This is an optimization exercise on Yosys and OpenROAD, whose aim is small area, a short achievable clock period and few clock cycles per item, not a production implementation.
The RTL was checked by simulation tests, not by an equivalence proof against the original design.
No activity file was given, so power comes from the tool's default toggle rates.

`design.v`:
```
`timescale 1ns / 1ps
module evaluate(input wire [2:0]state,output reg [31:0]score);
integer i;
always @ (*)
begin
	for(i=0;i<32;i=i+1)
	begin
		if(state==7&&i==25)score[i]<=1;
		else if(state==6&&i==20)score[i]<=1;
		else if(state==5&&i==17)score[i]<=1;
		else if(state==4&&(i==16||i==17))score[i]<=1;
		else if(state==3&&i==15)score[i]<=1;
		else if(state==2&&i==13)score[i]<=1;
		else if(state==1&&i==12)score[i]<=1;
		else score[i]<=0;
	end
end
endmodule
`timescale 1ns / 1ps
module judgeChessForm(input wire clk,input wire	[8:0]A,input wire [8:0]B,output wire [2:0]typeOut);
integer cnt,addLeft,addRight,zeroLeft,zeroRight,zeroComplementLeft,zeroComplementRight,mark;
integer i;
reg [2:0] form;
reg [2:0] realType;
assign typeOut=realType;
always @ (*)
begin
	form=0;
	cnt=1;
	addLeft=0;
	addRight=0;
	zeroLeft=0;
	zeroRight=0;
	zeroComplementLeft=0;
	zeroComplementRight=0;
	mark=0;
	for(i=3;i>=0;i=i-1)
	begin
		if(mark==0)
			begin
				if(A[i]==0)
					begin
						if(B[i]==0)
							begin
								mark=1;
								zeroLeft=1;
							end
						else mark=3;
					end
				else cnt=cnt+1;
			end
		else if(mark==1)
			begin
				if(A[i]==0&&B[i]==0)zeroLeft=zeroLeft+1;
				else if(A[i]==1)
					begin
						addLeft=1;
						mark=2;
					end
				else mark=3;
			end
		else if(mark==2)
			begin
				if(A[i]==1)addLeft=addLeft+1;				
				else 
					begin
						if(B[i]==0)
							begin
								zeroComplementLeft=1;
								mark=4;
							end
						else mark=3;
					end
			end
		else if(mark==4)
			begin
				if(A[i]==0&&B[i]==0)zeroComplementLeft=zeroComplementLeft+1;
				else mark=3;
			end
	end
	mark=0;
	for(i=5;i<=8;i=i+1)
	begin
		if(mark==0)
			begin
				if(A[i]==0)
					begin
						if(B[i]==0)
							begin
								mark=1;
								zeroRight=1;
							end
						else mark=3;
					end
				else cnt=cnt+1;
			end
		else if(mark==1)
			begin
				if(A[i]==0&&B[i]==0)zeroRight=zeroRight+1;
				else if(A[i]==1)
					begin
						addRight=1;
						mark=2;
					end
				else mark=3;
			end
		else if(mark==2)
			begin
				if(A[i]==1)addRight=addRight+1;				
				else 
					begin
						if(B[i]==0)
							begin
								zeroComplementRight=1;
								mark=4;
							end
						else mark=3;
					end
			end
		else if(mark==4)
			begin
				if(A[i]==0&&B[i]==0)zeroComplementRight=zeroComplementRight+1;
				else mark=3;
			end
	end
	if(cnt>=5)form=7;
	else if(cnt==4)
		begin
			if(zeroLeft>=1&&zeroRight>=1)form=6;
			else if(zeroLeft+zeroRight>=1)form=5;
			else form=0;
		end	
	else if(cnt==3)
		begin
			if((zeroLeft==1&&addLeft>=1)||(zeroRight==1&&addRight>=1))form=5;
			else if(zeroLeft+zeroRight<=1)form=0;
			else if(zeroLeft==0||zeroRight==0)form=3;
			else if(zeroLeft+zeroRight==2)form=3;
			else if(zeroLeft+zeroRight>=3)form=4;
		end
	else if(cnt==2)
		begin
			if((zeroLeft==1&&addLeft>=2)||(zeroRight==1&&addRight>=2))form=5;
			else if(zeroLeft==1&&addLeft==1)
				begin
					if(zeroRight+zeroComplementLeft==0)form=0;
					else if(zeroRight==0||zeroComplementLeft==0)form=3;
					else if(zeroRight+zeroComplementLeft>=2)form=4;
				end
			else if(zeroRight==1&&addRight==1)
				begin
					if(zeroLeft+zeroComplementRight==0)form=0;
					else if(zeroLeft==0||zeroComplementRight==0)form=3;
					else if(zeroLeft+zeroComplementRight>=2)form=4;
				end
			else if((zeroLeft==2&&addLeft>=1)||(zeroRight==2&&addRight>=1))form=3;
			else if(zeroLeft==0||zeroRight==0)form=1;
			else if(zeroLeft+zeroRight>=4)form=2;
			else if(zeroLeft+zeroRight<3)form=0;
			else if(zeroLeft+zeroRight==3)form=1;
		end
	else if(cnt==1)
		begin
			if((zeroLeft==1&&addLeft>=3)||(zeroRight==1&&addRight>=3))form=5;
			else if(zeroLeft==1&&addLeft>=2)
				begin
					if(zeroRight+zeroComplementLeft==0)form=0;
					else if(zeroRight==0||zeroComplementLeft==0)form=3;
					else form=4;
				end
			else if(zeroRight==1&&addRight>=2)
				begin
					if(zeroLeft+zeroComplementRight==0)form=0;
					else if(zeroLeft==0||zeroComplementRight==0)form=3;
					else form=4;
				end
			else if((zeroLeft==2&&addLeft>=2)||(zeroRight==2&&addRight>=2))form=3;
			else if(zeroLeft==1&&zeroRight==1&&addLeft>=1&&addRight>=1)form=3;
			else if((A[4:0]==21&&B[4:0]==0)||(A[8:4]==21&&B[8:4]==0))form=3;
			else if(zeroLeft==1&&addLeft==1)
				begin
					if(zeroComplementLeft+zeroRight<2)form=0;
					else if(zeroComplementLeft==0||zeroRight==0)form=1;
					else if(zeroComplementLeft+zeroRight==2)form=1;
					else form=2;
				end
			else if(zeroRight==1&&addRight==1)
				begin
					if(zeroComplementRight+zeroLeft<2)form=0;
					else if(zeroComplementRight==0||zeroLeft==0)form=1;
					else if(zeroComplementRight+zeroLeft==2)form=1;
					else form=2;
				end
			else if(zeroLeft==2&&addLeft==1)
				begin
					if(zeroComplementLeft+zeroRight==0)form=0;
					else if(zeroComplementLeft==0||zeroRight==0)form=1;
					else form=2;
				end
			else if(zeroRight==2&&addRight==1)
				begin
					if(zeroComplementRight+zeroLeft==0)form=0;
					else if(zeroComplementRight==0||zeroLeft==0)form=1;
					else form=2;
				end
			else if((zeroLeft==3&&addLeft==1)||(zeroRight==3&&addRight==1))form=1;
			else form=0;
		end
	realType=form;
end
endmodule
`timescale 1ns / 1ps
module aiGo(reset,clk,humanIn,enable,AIOut,finish,x,y); 
input wire clk,enable;
input wire reset;
input wire [224:0] humanIn; 
output wire [224:0] AIOut;
output wire finish;
output reg[3:0]x,y;
reg isFinished;
reg [224:0]AI;
reg [9:0] target;
reg empty;
reg [9:0] humanPos;
reg [9:0] aiPos;
reg state;
reg [31:0] maxAi,maxHm,maxHmForAi,maxAiForHm;
reg [31:0] sumAi,sumHm;
reg [8:0] aAi,aHm,bAi,bHm,cAi,cHm,dAi,dHm,aAit,aHmt,bAit,bHmt,cAit,cHmt,dAit,dHmt;
wire [2:0] aTypeAi,aTypeHm,bTypeAi,bTypeHm,cTypeAi,cTypeHm,dTypeAi,dTypeHm;
wire [31:0] aValueAi,aValueHm,bValueAi,bValueHm,cValueAi,cValueHm,dValueAi,dValueHm;
reg firstIn;
reg firstValid;
reg jgClk;
assign AIOut[224:0]=AI[224:0];
assign finish=isFinished;
judgeChessForm aAiJudge(jgClk,aAi,aHmt,aTypeAi);
judgeChessForm aHmJudge(jgClk,aHm,aAit,aTypeHm);
judgeChessForm bAiJudge(jgClk,bAi,bHmt,bTypeAi);
judgeChessForm bHmJudge(jgClk,bHm,bAit,bTypeHm);
judgeChessForm cAiJudge(jgClk,cAi,cHmt,cTypeAi);
judgeChessForm cHmJudge(jgClk,cHm,cAit,cTypeHm);
judgeChessForm dAiJudge(jgClk,dAi,dHmt,dTypeAi);
judgeChessForm dHmJudge(jgClk,dHm,dAit,dTypeHm);
evaluate aAiEva(aTypeAi,aValueAi);
evaluate aHmEva(aTypeHm,aValueHm);
evaluate bAiEva(bTypeAi,bValueAi);
evaluate bHmEva(bTypeHm,bValueHm);
evaluate cAiEva(cTypeAi,cValueAi);
evaluate cHmEva(cTypeHm,cValueHm);
evaluate dAiEva(dTypeAi,dValueAi);
evaluate dHmEva(dTypeHm,dValueHm);
integer row,col;
integer i,j,k;
always @(posedge clk or negedge reset)
begin
	if(!reset)
		begin 
			firstIn<=1;
			AI<=0;
			AI[112]<=1;
			isFinished<=0;
		end 
	else if(enable)
		begin 
			if(firstIn==1)
				begin 
					x<=7;
					y<=7;
					isFinished<=1;
					firstIn<=0;
				end 
			else
				begin 
					if(isFinished)
						begin
							target<=0;
							isFinished<=0;
							state<=0;
							firstValid<=1;
							jgClk<=0;
						end
					else
						begin 
							if(state==0)
								begin 
									if(target==225)
										begin
											if(maxAi>maxHm)
												begin
													AI[aiPos]<=1;
													x<=aiPos/15;
													y<=aiPos%15;
												end
											else
												begin
													AI[humanPos]<=1;
													x<=humanPos/15;
													y<=humanPos%15;
												end
											 isFinished<=1;
											 target<=0;
										end
									else 
										begin 
											empty<=0;
											if(humanIn[target]==0&&AI[target]==0)
												begin 
													empty<=1;
													row=target/15;
													col=target%15;
														for(i=-4;i<=4;i=i+1)
														if(col+i<0||col+i>14)
															begin
																aHmt[i+4]<=1;
																aAit[i+4]<=1;
																aHm[i+4]<=0;
																aAi[i+4]<=0;
															end
														else 
															begin
																if(i==0)
																	begin
																		aHm[i+4]<=1;
																		aAi[i+4]<=1;
																		aHmt[i+4]<=0;
																		aAit[i+4]<=0;
																	end
																else
																	begin
																		aHm[i+4]<=humanIn[target+i];
																		aHmt[i+4]<=humanIn[target+i];
																		aAi[i+4]<=AI[target+i];
																		aAit[i+4]<=AI[target+i];
																	end
															end
														for(i=-4;i<=4;i=i+1)
														if(row+i<0||row+i>14)
															begin
																bHmt[i+4]<=1;
																bAit[i+4]<=1;
																bHm[i+4]<=0;
																bAi[i+4]<=0;
															end
														else 
															begin
																if(i==0)
																	begin
																		bHm[i+4]<=1;
																		bAi[i+4]<=1;
																		bHmt[i+4]<=0;
																		bAit[i+4]<=0;
																	end
																else
																	begin
																		bHm[i+4]<=humanIn[target+i*15];
																		bHmt[i+4]<=humanIn[target+i*15];
																		bAi[i+4]<=AI[target+i*15];
																		bAit[i+4]<=AI[target+i*15];
																	end
															end
														for(i=-4;i<=4;i=i+1)
														if(row+i<0||row+i>14||col+i<0||col+i>14)
															begin
																cHmt[i+4]<=1;
																cAit[i+4]<=1;
																cHm[i+4]<=0;
																cAi[i+4]<=0;
															end
														else 
															begin
																if(i==0)
																	begin
																		cHm[i+4]<=1;
																		cAi[i+4]<=1;
																		cHmt[i+4]<=0;
																		cAit[i+4]<=0;
																	end
																else
																	begin
																		cHm[i+4]<=humanIn[target+i*15+i];
																		cHmt[i+4]<=humanIn[target+i*15+i];
																		cAi[i+4]<=AI[target+i*15+i];
																		cAit[i+4]<=AI[target+i*15+i];
																	end
															end
														for(i=-4;i<=4;i=i+1)
														if(row+i<0||row+i>14||col-i<0||col-i>14)
															begin
																dHmt[i+4]<=1;
																dAit[i+4]<=1;
																dHm[i+4]<=0;
																dAi[i+4]<=0;
															end
														else 
															begin
																if(i==0)
																	begin
																		dHm[i+4]<=1;
																		dAi[i+4]<=1;
																		dHmt[i+4]<=0;
																		dAit[i+4]<=0;
																	end
																else
																	begin
																		dHm[i+4]<=humanIn[target+i*15-i];
																		dHmt[i+4]<=humanIn[target+i*15-i];
																		dAi[i+4]<=AI[target+i*15-i];
																		dAit[i+4]<=AI[target+i*15-i];
																	end
															end
														jgClk<=1;
												end 
												state<=~state;
												target<=target+1;
										end 
									end 
								else 
									begin 
										if(empty==1)
												begin
													sumAi=aValueAi+bValueAi+cValueAi+dValueAi;
													sumHm=aValueHm+bValueHm+cValueHm+dValueHm;
													if(firstValid)
														begin
															maxAi<=sumAi;
															maxAiForHm<=sumAi;
															maxHm<=sumHm;
															maxHmForAi<=sumHm;
															aiPos<=target-1;
															humanPos<=target-1;
															firstValid<=0;
														end
													else 
														begin
															if(sumAi>maxAi||(sumAi==maxAi&&sumHm>maxHmForAi))
																begin
																	maxAi<=sumAi;
																	maxHmForAi<=sumHm;
																	aiPos<=target-1;
																end
															if(sumHm>maxHm||(sumHm==maxHm&&sumAi>maxAiForHm))
																begin
																	maxHm<=sumHm;
																	maxAiForHm<=sumAi;
																	humanPos<=target-1;
																end
														end
												end
												jgClk<=0;
												state<=~state;
									end 
						end 
				end 
		end 
end
endmodule 
```
`run.sh`:
```
#!/bin/bash
# synth_recipe.tcl (not shown) runs the flow's synth.tcl, then flattens the netlist and writes it again
# the make line also repeats each setting of config.mk as NAME=value (left out here)
make -C /OpenROAD-flow-scripts/flow DESIGN_CONFIG=/design/flow/config.mk WORK_HOME=/design/flow/orfs CLKGATE_MAP_FILE= SYNTH_SCRIPT=/design/flow/synth_recipe.tcl finish
```
`config.mk`:
```
export PLATFORM = sky130hd
export DESIGN_NAME = aiGo
export DESIGN_NICKNAME = aiGo
export VERILOG_FILES = /design/flow/design.v
export SDC_FILE = /design/flow/constraint.sdc
export NUM_CORES = 4
export LEC_CHECK = 0
export CAP_MARGIN = 20
export CORE_MARGIN = 2
export CORE_UTILIZATION = 22
export PLACE_DENSITY = 0.45
export SLEW_MARGIN = 20
```
`constraint.sdc`:
```
create_clock -name core_clock -period 14.0 [get_ports {clk}]
set_input_delay 2.8000 -clock core_clock [delete_from_list [all_inputs] [get_ports {clk}]]
set_output_delay 2.8000 -clock core_clock [all_outputs]
set_load 0.01 [all_outputs]
```
==> metrics.md <==
| Metric | Value |
|---|---|
| Status | complete, no violations |
| Routed vias/inst | 6.11 |
| Clock skew | between 0.03 and 0.04 ns |
| Post-cts gate resize count | 0 |
| Synth Flop Type | edfxtp_1 |
| Number of port buffers | roughly 460 |
| # DRC | 0 |
| Psw | between 3000 and 4000 uW |
| Clock share of power | 0.217 |
| Sequential area share after synthesis | 0.128 |
| EDFF count, synth | between 200 and 250 |
| Post-synth top area cell | mux4_2 |
| WL final | 612 mm |
| Synth Warn # | 3 |
| Total power | between 7000 and 8000 uW |
| Core area | approximately 0.45 sq mm |
| Relative slew slack | 0.109 |
| Syn Std Cell Area | roughly 0.1 sq mm |
| Clock buffer depth | 3 |
| Via count of the routed design | around 110k |
| Final setup viols | 0 |
| Die Wd | ~670 microns |
| Root buf cell | clkbuf_16 |
| Num Clock Sinks | 458 |
| Fmax | between 80 and 90 MHz |
| WL/cell | between 30 and 40 microns |
| Synthesized area per cell | 8.32 sq um |
| CP max-delay cell | o311ai_2 |
| CTS Buf Count | 57 |
| Pwr dens | 64.7 mW/mm^2 |
| GR Util All Layers | 0.258 |
| Synth area leaders | mux4_2, edfxtp_1, mux2i_1, dfrtp_1, ha_1 |
| Leak | 0.0428 uW |
| Fin nets | 12700 |
| Slew at the pin closest to its max-slew limit | 1.34 ns |
| Worst-skew pair later-pin latency | roughly 0.74 ns |
| Hold Path Class | reg2reg |
| Crit path max fanout | 45 |
| Number of global-route vias before repair | 101000 |
| P&R area growth vs syn | 15.9% |
| GRT overflow | 0 |
| CP dominant cell by count | nand2_1 |
| Commonest non-fill, non-tap cell in the layout | nand2_1 |
| Antenna violations before repair | 99 |
| Cell variety after synth | around 140 |
| H-tree depth | 2 |
| Synth Instances | 11800 |
| Clock transition at path regs | around 0.07 ns |
| Final GP Congestion | 1.05 |
| Internal Power | ~3800 uW |
| Post-CTS setup buffer count | 0 |
| RSZ-0062 raised after global routing | no |
| Total die area | between 0.4 and 0.5 sq mm |
| Crit path DAT | 11.98 ns |
| Sw Ratio | 0.483 |
| Sequential power share | 0.203 |
| Die height | roughly 670 microns |
| Dpl hpwl | between 400 and 500 mm |
| Final Worst Setup Slack | between 2 and 2.5 ns |
| Pre-CTS setup slack | 2.52 ns |
| Ys async rst share | 0.496 |
| Placed Instance Area | 0.112 sq mm |
| Critical path class | reg2reg |
| Initial core utilization | 0.221 |
| Crit path time final | between 10 and 15 ns |
| Critical path endpoint category | register |
| 1st-pass router iterations | 7 |
| Final instance area | 0.114 sq mm |
| Worst Path Required | between 10 and 15 ns |
| Top Ports | between 400 and 500 |
| Post-CTS Hold Buffers | 0 |
| Highest-count cells in the layout ignoring fill and taps | nand2_1, nor2_1, mux4_2, a21oi_1, o21ai_0 |
| Final hold violation count | 0 |
| Largest net degree at the start of global routing | 144 |
| Max incr delay on CP | between 0.9 and 1 ns |
| Slew Limit Fails | 0 |
| Share of cells above drive strength 1 | 0.174 |
| Starting DRT DRC Count | 15700 |
| Maxcap violations | 0 |
| Post-synth top area share | 0.222 |
| Count of state elements after synthesis | approximately 460 |
| Comb pwr share | 0.581 |
| CTS tree | done |
| Final TNS setup | 0 ns |
| Maximum vdd ir drop | 97.9 uV |
| Startpoint types | register |
| First-pass GRT wire length | about 830 mm |
| Period utilization | 0.830 |
| Final ANT Viol Nets | 0 |
| Num rows | between 200 and 250 |
[final cells by class]
type	count	area (sq um)
well taps	5928	7420
multi-input cells	10200	82100
fillers	48500	331000
diodes	63	158
clock inverters	32	397
inverters	368	1410
repair buffers	957	8450
flip-flops and latches	458	12600
clock buffers	70	1540
[per-layer routing]
metal | GRT usage | share of wire | routed length [microns] | up-vias
met3 | 0.0870 | 0.12 | 73000 | 1673
met5 | 0.000638 | 0.00051 | 314 | -
met4 | 0.158 | 0.075 | 46000 | 44
met2 | 0.377 | 0.42 | 254000 | 7369
li1 | - | - | - | 45900
met1 | 0.326 | 0.39 | 238000 | 55200
[flip-flops by register name (all words and copies together) (netlist names), 9 cells and up]
name and cells:
maxAi 14, maxAiForHm 14, AI 225, target 10, bAit 9, aAi 9, humanPos 10, bAi 9
cAit 9, maxHm 14, maxHmForAi 14, aiPos 10, cAi 9, aHmt 9
[synthesized netlist by cell type (all sizes together), types with 151 or more instances]
library cell	instances
buf	228
mux2i	569
inv	365
mux2	183
a31oi	168
nor3	303
o22ai	198
ha	421
nor2b	151
nand2	1379
o21ai	646
and2	247
nor2	1096
xnor2	253
nand3	316
a211oi	311
a21oi	829
mux4	969
dfrtp	225
a21o	172
clkbuf	651
edfxtp	231
[metrics by stage]
step | hold slack, ns | std cells | util
finish | 0.480 | 18000 | 0.256
global route | 0.494 | 18000 | 0.256
CTS | 0.480 | 18000 | 0.255
detailed placement | 0.463 | 17900 | 0.251
global placement | 0.462 | 17900 | 0.251
floorplan | 0.536 | 11900 | -
[power groups by stage]
stage	Sequential (uW)	Clock, uW	Combinational (uW)
floorplan	1510	0	2560
global placement	1520	0	4130
detailed placement	1520	0	4130
CTS	1500	1620	4140
global route	1500	1670	4470
finish	1500	1600	4290
[worst max-delay path: cells and delay by family (launching register included)]
kind,cells,cell delay (ns)
buf+inv,7,1.33
fa+ha+maj,4,1.56
xor+xnor,3,0.54
flops,1,0.47
compound gates,6,2.67
simple gates,18,4.63
[cells by family (layout without fill, tap and decap cells)]
logic type | Yosys count | in the layout | synth area share
compound gates | 3312 | 3312 | 0.221
xor+xnor | 367 | 367 | 0.0331
fa+ha+maj | 469 | 469 | 0.0631
buf+inv | 1247 | 1427 | 0.0486
flops | 458 | 458 | 0.128
mux | 1721 | 1721 | 0.301
other cells | 1 | 95 | 0.0000381
simple gates | 4257 | 4257 | 0.206
[path summary, 6_finish.rpt]
check                          start      end  slack [ns]  cells past startpoint
max in group asynchronous      reset  AI[217]        9.91                      3
min in group asynchronous      reset   AI[28]        1.99                      1
hold / removal               AI[224]  AI[224]        0.48                      1
setup reg to reg           target[2]  cAit[3]        2.39                     38
hold reg to reg              AI[224]  AI[224]        0.48                      1
setup / recovery           target[2]  cAit[3]        2.39                     38
Testbench counts, summed over its fixed seeds: cycles 650,912, moves 1,472.

-- static timing again, ports no longer ideal --
Ports are ideal in the flow. The routed layout listed here was re-timed in OpenROAD.
Step 1 assumes that a clkbuf_16 drives the clock port and a buf_2 every other input.
Step 2 moves the port delays by t, midway between the first and last clock arrival at a register: inputs arrive t later, outputs are due t later. That takes back most of the time a late clock gives input paths.
Slacks: ideal ports / drivers / drivers and shift; pairs: ideal ports / drivers.
t, ns: 0.822
setup slack, ns: 2.387 / 2.387 / 2.387
pins driven straight from the clock port: 1
After both steps setup and hold are still met in this run. For this run, drivers alone change the setup slack by 0.000 ns; drivers and shift together by 0.000 ns.
